This design comes from an exercise in tuning for small area on the open sky130 flow, not from production work. Only simulation tests tie the RTL to the original design; equivalence was not proved. No activity file was given, so power comes from the tool's default toggle rates.

green:
==> flow/design.v <==
`timescale 1ns / 1ps
module uart_rx (
    input logic clk,
    input logic rst_n,
    input logic rx_i,
    output logic       push,
    output logic [4:0] code
);
  localparam BAUD_TICK = 54;
  localparam HALF_BAUD = 27;
  logic [5:0] baud_cnt;
  logic [3:0] bit_cnt;
  logic [7:0] rx_shift;
  logic [1:0] rx_sync;
  logic rx_busy;
  logic start_edge;
  assign rx_busy = !(bit_cnt[3] & bit_cnt[1]);
  assign push = (bit_cnt == 4'd10);
  always_ff @(posedge clk) begin
    rx_sync <= {rx_sync[0], rx_i};
  end
  always_ff @(posedge clk or negedge rst_n) begin
    if (!rst_n) begin
      start_edge <= 0;
      bit_cnt    <= 4'd11;
    end else begin
      start_edge <= (!rx_busy && rx_sync == 2'b10);
      if (start_edge) bit_cnt <= 4'd0;
      else if (push) bit_cnt <= 4'd11;
      else if (rx_busy && baud_cnt == BAUD_TICK) bit_cnt <= bit_cnt + 1'b1;
    end
  end
  always_ff @(posedge clk) begin
    if (start_edge) begin
      baud_cnt <= BAUD_TICK - HALF_BAUD;
    end else if (rx_busy) begin
      baud_cnt <= baud_cnt + 1'b1;
      if (baud_cnt == BAUD_TICK) begin
        baud_cnt <= 0;
        if (bit_cnt != 0 && bit_cnt != 9) rx_shift <= {rx_sync[0], rx_shift[7:1]};
      end
    end
  end
  logic [3:0] nib;
  logic is_hex, is_w, is_r;
  always_comb begin
    is_hex = 1'b1;
    nib = 4'h0;
    case (rx_shift)
      "0": nib = 4'h0;
      "1": nib = 4'h1;
      "2": nib = 4'h2;
      "3": nib = 4'h3;
      "4": nib = 4'h4;
      "5": nib = 4'h5;
      "6": nib = 4'h6;
      "7": nib = 4'h7;
      "8": nib = 4'h8;
      "9": nib = 4'h9;
      "a", "A": nib = 4'hA;
      "b", "B": nib = 4'hB;
      "c", "C": nib = 4'hC;
      "d", "D": nib = 4'hD;
      "e", "E": nib = 4'hE;
      "f", "F": nib = 4'hF;
      default: begin
        nib = 4'h0;
        is_hex = 1'b0;
      end
    endcase
    is_w = (rx_shift == "w");
    is_r = (rx_shift == "r");
    code = {is_w | is_r, nib[3:1], nib[0] | is_r};
  end
endmodule
`timescale 1ns / 1ps
module uart_tx (
    input logic clk,
    input logic rst_n,
    input logic [7:0] tx_data_i,
    input logic tx_start,
    output logic tx_o,
    output logic tx_busy
);
  localparam BAUD_TICK = 54;
  logic [5:0] baud_cnt;
  logic [10:0] sh;
  assign tx_busy = |sh[10:1];
  assign tx_o = sh[0];
  always_ff @(posedge clk or negedge rst_n) begin
    if (!rst_n) begin
      sh <= 11'b00000000001;
    end else if (tx_start && !tx_busy) begin
      sh[10:1] <= {1'b1, tx_data_i, 1'b0};
    end else if (tx_busy && baud_cnt == BAUD_TICK - 1) begin
      sh <= {1'b0, sh[10:1]};
    end
  end
  always_ff @(posedge clk) begin
    if (tx_start && !tx_busy) baud_cnt <= 0;
    else if (tx_busy) begin
      if (baud_cnt == BAUD_TICK - 1) baud_cnt <= 0;
      else baud_cnt <= baud_cnt + 1'b1;
    end
  end
endmodule
`timescale 1ns / 1ps
module fifo #(
    parameter DataWidth = 5,
    parameter Depth = 16,
    localparam PtrWidth = $clog2(Depth)
) (
    input logic rst_n,
    input logic clk,
    input logic writeEN,
    input logic [DataWidth-1:0] writeData,
    input logic readEN,
    output logic [DataWidth-1:0] readData,
    output logic empty
);
  logic [DataWidth*Depth-1:0] ring;
  logic [PtrWidth:0] count;
  logic [PtrWidth-1:0] rdPos;
  logic full;
  logic pend;
  logic push, pop;
  logic ins;
  assign empty = (count == 0);
  assign full = count[PtrWidth];
  assign push = writeEN && !full;
  assign pop = readEN && !empty;
  assign ins = pend && (rdPos == count[PtrWidth-1:0] - 2'd2);
  always_ff @(posedge clk or negedge rst_n) begin
    if (!rst_n) begin
      count <= '0;
      rdPos <= '0;
      pend  <= 1'b0;
    end else begin
      if (push && !pop) count <= count + 1'b1;
      else if (pop && !push) count <= count - 1'b1;
      if (!pop) rdPos <= rdPos + 1'b1;
      pend <= push | (pend & !ins);
    end
  end
  always_ff @(posedge clk) begin
    ring <= {ring[DataWidth*(Depth-1)-1:0], ins ? writeData : ring[DataWidth*Depth-1-:DataWidth]};
  end
  assign readData = (pend && count == 1) ? writeData : ring[DataWidth*rdPos+:DataWidth];
endmodule
module registers (
    input logic clk,
    input logic rst_n,
    input logic [7:0] head,
    input logic       wr_en,     
    input logic [7:0] wr_addr,
    input logic [7:0] wr_data,
    output logic [7:0] head_data,
    output logic       q_empty
);
  logic [2047:0] ring;
  logic clearing;
  logic [7:0] ring_in;
  logic v0, v1, v2, v3;
  logic [7:0] a0, a1, a2;
  logic [7:0] d0, d1, d2;
  logic apply, mv0, mv1, mv2;
  assign head_data = ring[2047:2040];
  assign q_empty = !(v0 | v1 | v2 | v3);
  assign apply = v0 && (a0 == head);
  assign mv0 = v1 && (!v0 || apply);
  assign mv1 = v2 && (!v1 || mv0);
  assign mv2 = v3 && (!v2 || mv1);
  always_comb begin
    if (clearing) ring_in = 8'h00;
    else if (apply) ring_in = d0;
    else ring_in = head_data;
  end
  always_ff @(posedge clk) begin
    ring <= {ring[2039:0], ring_in};
  end
  always_ff @(posedge clk or negedge rst_n) begin
    if (!rst_n) begin
      clearing <= 1'b1;
      v0 <= 1'b0;
      v1 <= 1'b0;
      v2 <= 1'b0;
      v3 <= 1'b0;
    end else begin
      if (head == 8'hFF) clearing <= 1'b0;
      v0 <= mv0 | (v0 & !apply);
      v1 <= mv1 | (v1 & !mv0);
      v2 <= mv2 | (v2 & !mv1);
      v3 <= wr_en | (v3 & !mv2);
    end
  end
  always_ff @(posedge clk) begin
    if (mv0) begin
      a0 <= a1;
      d0 <= d1;
    end
    if (mv1) begin
      a1 <= a2;
      d1 <= d2;
    end
    if (mv2) begin
      a2 <= wr_addr;
      d2 <= wr_data;
    end
  end
endmodule
module command_parser (
    input logic clk,
    input logic rst_n,
    input  logic [4:0] code,     
    input  logic       empty,
    output logic       readEN,
    input  logic [7:0] head,
    input  logic [7:0] head_data,
    input  logic       q_empty,
    output logic       wr_en,
    output logic [7:0] wr_addr,
    output logic [7:0] wr_data,
    output logic [7:0] tx_data_o,
    output logic       tx_start,
    input  logic       busy
);
  typedef enum logic [2:0] {
    IDLE,
    PARSE_ADDR_UPPER,
    PARSE_ADDR_LOWER,
    PARSE_DATA_UPPER,
    PARSE_DATA_LOWER,
    EXECUTE_WRITE,
    EXECUTE_READ,
    RESPOND_SEND
  } state_t;
  state_t state_reg, next_state;
  logic       cmd_w;
  logic [7:0] addr_reg;
  logic [7:0] data_reg;
  logic [1:0] response_idx;
  logic [3:0] hex_nibble;
  logic [3:0] nibble_to_send;
  logic [7:0] ascii_char;
  assign hex_nibble = {code[3:1], code[0] & ~code[4]};
  assign wr_addr = addr_reg;
  assign wr_data = data_reg;
  always_ff @(posedge clk or negedge rst_n) begin
    if (!rst_n) state_reg <= IDLE;
    else state_reg <= next_state;
  end
  always_ff @(posedge clk) begin
    case (state_reg)
      IDLE: if (!empty && code[4]) cmd_w <= ~code[0];
      PARSE_ADDR_UPPER: if (!empty) addr_reg[7:4] <= hex_nibble;
      PARSE_ADDR_LOWER: if (!empty) addr_reg[3:0] <= hex_nibble;
      PARSE_DATA_UPPER: if (!empty) data_reg[7:4] <= hex_nibble;
      PARSE_DATA_LOWER: if (!empty) data_reg[3:0] <= hex_nibble;
      EXECUTE_READ: response_idx <= 2'd0;
      RESPOND_SEND: begin
        if (q_empty && head == addr_reg) data_reg <= head_data;
        if (!busy) response_idx <= response_idx + 1'b1;
      end
      default: ;
    endcase
  end
  always_comb begin
    next_state = state_reg;
    readEN = 1'b0;
    wr_en = 1'b0;
    tx_start = 1'b0;
    case (state_reg)
      IDLE: begin
        if (!empty) begin
          readEN = 1'b1;
          if (code[4]) next_state = PARSE_ADDR_UPPER;
        end
      end
      PARSE_ADDR_UPPER: begin
        if (!empty) begin
          readEN = 1'b1;
          next_state = PARSE_ADDR_LOWER;
        end
      end
      PARSE_ADDR_LOWER: begin
        if (!empty) begin
          if (cmd_w) begin
            readEN = 1'b1;
            next_state = PARSE_DATA_UPPER;
          end else begin
            next_state = EXECUTE_READ;
          end
        end
      end
      PARSE_DATA_UPPER: begin
        if (!empty) begin
          readEN = 1'b1;
          next_state = PARSE_DATA_LOWER;
        end
      end
      PARSE_DATA_LOWER: begin
        if (!empty) next_state = EXECUTE_WRITE;
      end
      EXECUTE_WRITE: begin
        wr_en = (addr_reg != 8'h00);
        next_state = IDLE;
      end
      EXECUTE_READ: next_state = RESPOND_SEND;
      RESPOND_SEND: begin
        if (!busy) begin
          tx_start = 1'b1;
          if (response_idx == 2'd3) next_state = IDLE;
        end
      end
      default: next_state = IDLE;
    endcase
  end
  assign nibble_to_send = response_idx[0] ? data_reg[3:0] : data_reg[7:4];
  assign ascii_char = (nibble_to_send < 4'd10) ? {4'h3, nibble_to_send} : {4'h4, 1'b0, nibble_to_send[2:0] - 3'd1};
  always_comb begin
    case (response_idx)
      2'd0: tx_data_o = 8'h0A;
      2'd1: tx_data_o = 8'h3E;
      default: tx_data_o = ascii_char;
    endcase
  end
endmodule
`timescale 1ns / 1ps
module fpga_debug_top (
    input  logic clk,
    input  logic i_uart_rx_pin,
    output logic o_uart_tx_pin,
    input  logic rst_n,
    output logic led
);
  logic [15:0] blink_cnt;
  always_ff @(posedge clk or negedge rst_n) begin
    if (!rst_n) blink_cnt <= '0;
    else blink_cnt <= blink_cnt + 1'b1;
  end
  assign led = blink_cnt[15];
  logic       rx_push;
  logic [4:0] rx_code;
  logic [4:0] fifo_code;
  logic       fifo_empty;
  logic       fifo_pop;
  logic [7:0] tx_data;
  logic       tx_start;
  logic       tx_busy;
  logic [7:0] head_data;
  logic       q_empty;
  logic       wr_en;
  logic [7:0] wr_addr;
  logic [7:0] wr_data;
  uart_rx u_uart_rx (
      .clk(clk),
      .rst_n(rst_n),
      .rx_i(i_uart_rx_pin),
      .push(rx_push),
      .code(rx_code)
  );
  fifo u_fifo (
      .clk(clk),
      .rst_n(rst_n),
      .writeEN(rx_push),
      .writeData(rx_code),
      .readEN(fifo_pop),
      .readData(fifo_code),
      .empty(fifo_empty)
  );
  command_parser u_command_parser (
      .clk(clk),
      .rst_n(rst_n),
      .code(fifo_code),
      .empty(fifo_empty),
      .readEN(fifo_pop),
      .head(blink_cnt[7:0]),
      .head_data(head_data),
      .q_empty(q_empty),
      .wr_en(wr_en),
      .wr_addr(wr_addr),
      .wr_data(wr_data),
      .tx_data_o(tx_data),
      .tx_start(tx_start),
      .busy(tx_busy)
  );
  registers u_registers (
      .clk(clk),
      .rst_n(rst_n),
      .head(blink_cnt[7:0]),
      .wr_en(wr_en),
      .wr_addr(wr_addr),
      .wr_data(wr_data),
      .head_data(head_data),
      .q_empty(q_empty)
  );
  uart_tx u_uart_tx (
      .clk(clk),
      .rst_n(rst_n),
      .tx_data_i(tx_data),
      .tx_start(tx_start),
      .tx_o(o_uart_tx_pin),
      .tx_busy(tx_busy)
  );
endmodule
clock: 20.0 ns
lec_check: 0
cap_margin: 20
core_margin: 2
core_utilization: 60
slew_margin: 20
standard.sh (not shown) runs the stock make flow with config.mk's settings and CLKGATE_MAP_FILE= SYNTH_SCRIPT=/design/flow/synth_recipe.tcl, a recipe that flattens the netlist after the stock synthesis.
==> flow/flow/run.sh <==
#!/bin/bash
set -euo pipefail
export CTS_ARGS="-sink_clustering_enable -repair_clock_nets -dont_use_dummy_load -buf_list sky130_fd_sc_hd__clkbuf_8 -sink_clustering_size 22 -sink_clustering_max_diameter 50"
bash standard.sh > standard_flow.log 2>&1
## Diff of input files: blue against green
--- a/flow/design.v
+++ b/flow/design.v
@@ -11,35 +11,39 @@
   logic [5:0] baud_cnt;
   logic [3:0] bit_cnt;
   logic [7:0] rx_shift;
   logic [1:0] rx_sync;
   logic rx_busy;
   logic start_edge;
-  assign rx_busy = !(bit_cnt[3] & bit_cnt[1]);
-  assign push = (bit_cnt == 4'd10);
   always_ff @(posedge clk) begin
     rx_sync <= {rx_sync[0], rx_i};
   end
   always_ff @(posedge clk or negedge rst_n) begin
     if (!rst_n) begin
       start_edge <= 0;
-      bit_cnt    <= 4'd11;
+      rx_busy    <= 0;
+      push       <= 0;
     end else begin
       start_edge <= (!rx_busy && rx_sync == 2'b10);
-      if (start_edge) bit_cnt <= 4'd0;
-      else if (push) bit_cnt <= 4'd11;
-      else if (rx_busy && baud_cnt == BAUD_TICK) bit_cnt <= bit_cnt + 1'b1;
+      push <= 0;
+      if (start_edge) rx_busy <= 1;
+      else if (rx_busy && bit_cnt == 9 && baud_cnt == BAUD_TICK) begin
+        push    <= 1;
+        rx_busy <= 0;
+      end
     end
   end
   always_ff @(posedge clk) begin
     if (start_edge) begin
-      baud_cnt <= BAUD_TICK - HALF_BAUD;
+      baud_cnt <= 0;
+      bit_cnt  <= 0;
     end else if (rx_busy) begin
       baud_cnt <= baud_cnt + 1'b1;
-      if (baud_cnt == BAUD_TICK) begin
+      if ((bit_cnt == 0 && baud_cnt == HALF_BAUD) || (bit_cnt != 0 && baud_cnt == BAUD_TICK)) begin
         baud_cnt <= 0;
+        bit_cnt  <= bit_cnt + 1'b1;
         if (bit_cnt != 0 && bit_cnt != 9) rx_shift <= {rx_sync[0], rx_shift[7:1]};
       end
     end
   end
   logic [3:0] nib;
   logic is_hex, is_w, is_r;
@@ -130,49 +134,47 @@
   assign push = writeEN && !full;
   assign pop = readEN && !empty;
   assign ins = pend && (rdPos == count[PtrWidth-1:0] - 2'd2);
   always_ff @(posedge clk or negedge rst_n) begin
     if (!rst_n) begin
       count <= '0;
-      rdPos <= '0;
       pend  <= 1'b0;
     end else begin
       if (push && !pop) count <= count + 1'b1;
       else if (pop && !push) count <= count - 1'b1;
-      if (!pop) rdPos <= rdPos + 1'b1;
       pend <= push | (pend & !ins);
     end
   end
   always_ff @(posedge clk) begin
+    if (!pop) rdPos <= rdPos + 1'b1;
     ring <= {ring[DataWidth*(Depth-1)-1:0], ins ? writeData : ring[DataWidth*Depth-1-:DataWidth]};
   end
   assign readData = (pend && count == 1) ? writeData : ring[DataWidth*rdPos+:DataWidth];
 endmodule
 module registers (
     input logic clk,
     input logic rst_n,
     input logic [7:0] head,
     input logic       wr_en,     
     input logic [7:0] wr_addr,
-    input logic [7:0] wr_data,
+    input logic [7:0] wr_data,   
     output logic [7:0] head_data,
     output logic       q_empty
 );
   logic [2047:0] ring;
   logic clearing;
   logic [7:0] ring_in;
-  logic v0, v1, v2, v3;
+  logic v0, v1, v2;
   logic [7:0] a0, a1, a2;
-  logic [7:0] d0, d1, d2;
-  logic apply, mv0, mv1, mv2;
+  logic [7:0] d0, d1;
+  logic apply, mv0, mv1;
   assign head_data = ring[2047:2040];
-  assign q_empty = !(v0 | v1 | v2 | v3);
+  assign q_empty = !(v0 | v1 | v2);
   assign apply = v0 && (a0 == head);
   assign mv0 = v1 && (!v0 || apply);
   assign mv1 = v2 && (!v1 || mv0);
-  assign mv2 = v3 && (!v2 || mv1);
   always_comb begin
     if (clearing) ring_in = 8'h00;
     else if (apply) ring_in = d0;
     else ring_in = head_data;
   end
   always_ff @(posedge clk) begin
@@ -181,34 +183,29 @@
   always_ff @(posedge clk or negedge rst_n) begin
     if (!rst_n) begin
       clearing <= 1'b1;
       v0 <= 1'b0;
       v1 <= 1'b0;
       v2 <= 1'b0;
-      v3 <= 1'b0;
     end else begin
       if (head == 8'hFF) clearing <= 1'b0;
       v0 <= mv0 | (v0 & !apply);
       v1 <= mv1 | (v1 & !mv0);
-      v2 <= mv2 | (v2 & !mv1);
-      v3 <= wr_en | (v3 & !mv2);
+      v2 <= wr_en | (v2 & !mv1);
     end
   end
   always_ff @(posedge clk) begin
     if (mv0) begin
       a0 <= a1;
       d0 <= d1;
     end
     if (mv1) begin
       a1 <= a2;
-      d1 <= d2;
-    end
-    if (mv2) begin
-      a2 <= wr_addr;
-      d2 <= wr_data;
+      d1 <= wr_data;
     end
+    if (wr_en) a2 <= wr_addr;
   end
 endmodule
 module command_parser (
     input logic clk,
     input logic rst_n,
     input  logic [4:0] code,     
==> run summary <==
blue ran to completion and came out clean on the timing, design-rule and antenna checks.
The higher number of nets in the synthesized netlist of blue and green is in green.
[compare] base=green new=blue: max-slew headroom at the worst pin saw a decrease; count of buffers from port buffering shows no meaningful change; total power of the final layout saw an increase; number of cells on the critical path closely matched the old numbers.
blue gives more wire length per cell after detailed routing than green did.
Looking at shortest period the worst path allows, blue sits above green.
Between blue and green, the count of cell types in the netlist is lower for green.
Area added between synthesis and finish: green vs blue, no meaningful difference
Clock power of blue is on par with green.
Switching share of power ends up lower on green.
Status: utilization parity (green, blue)

port drivers added, routing unchanged:
The results above use ideal ports. As a check the final layouts listed here were re-extracted and re-timed, cells and wires unchanged.
Step 1 assumes that a clkbuf_16 drives the clock port and a buf_2 every other input.
Step 2, shift: input delay + t, output delay - t, t = (earliest + latest rising clock arrival at the registers) / 2. This alone moves slack from input paths to output paths.
a / b / c = no drivers / after step 1 / after step 2; a / b = the first two.
run	shift t [ns]	setup slack, ns	worst hold slack (ns)	cell pins on the clock port's net
green	0.815	14.193 / 14.135 / 14.950	0.292 / 0.292 / 0.292	1
blue	0.808	14.183 / 14.125 / 14.933	0.254 / 0.254 / 0.254	1
After both steps every run listed still meets setup and hold.
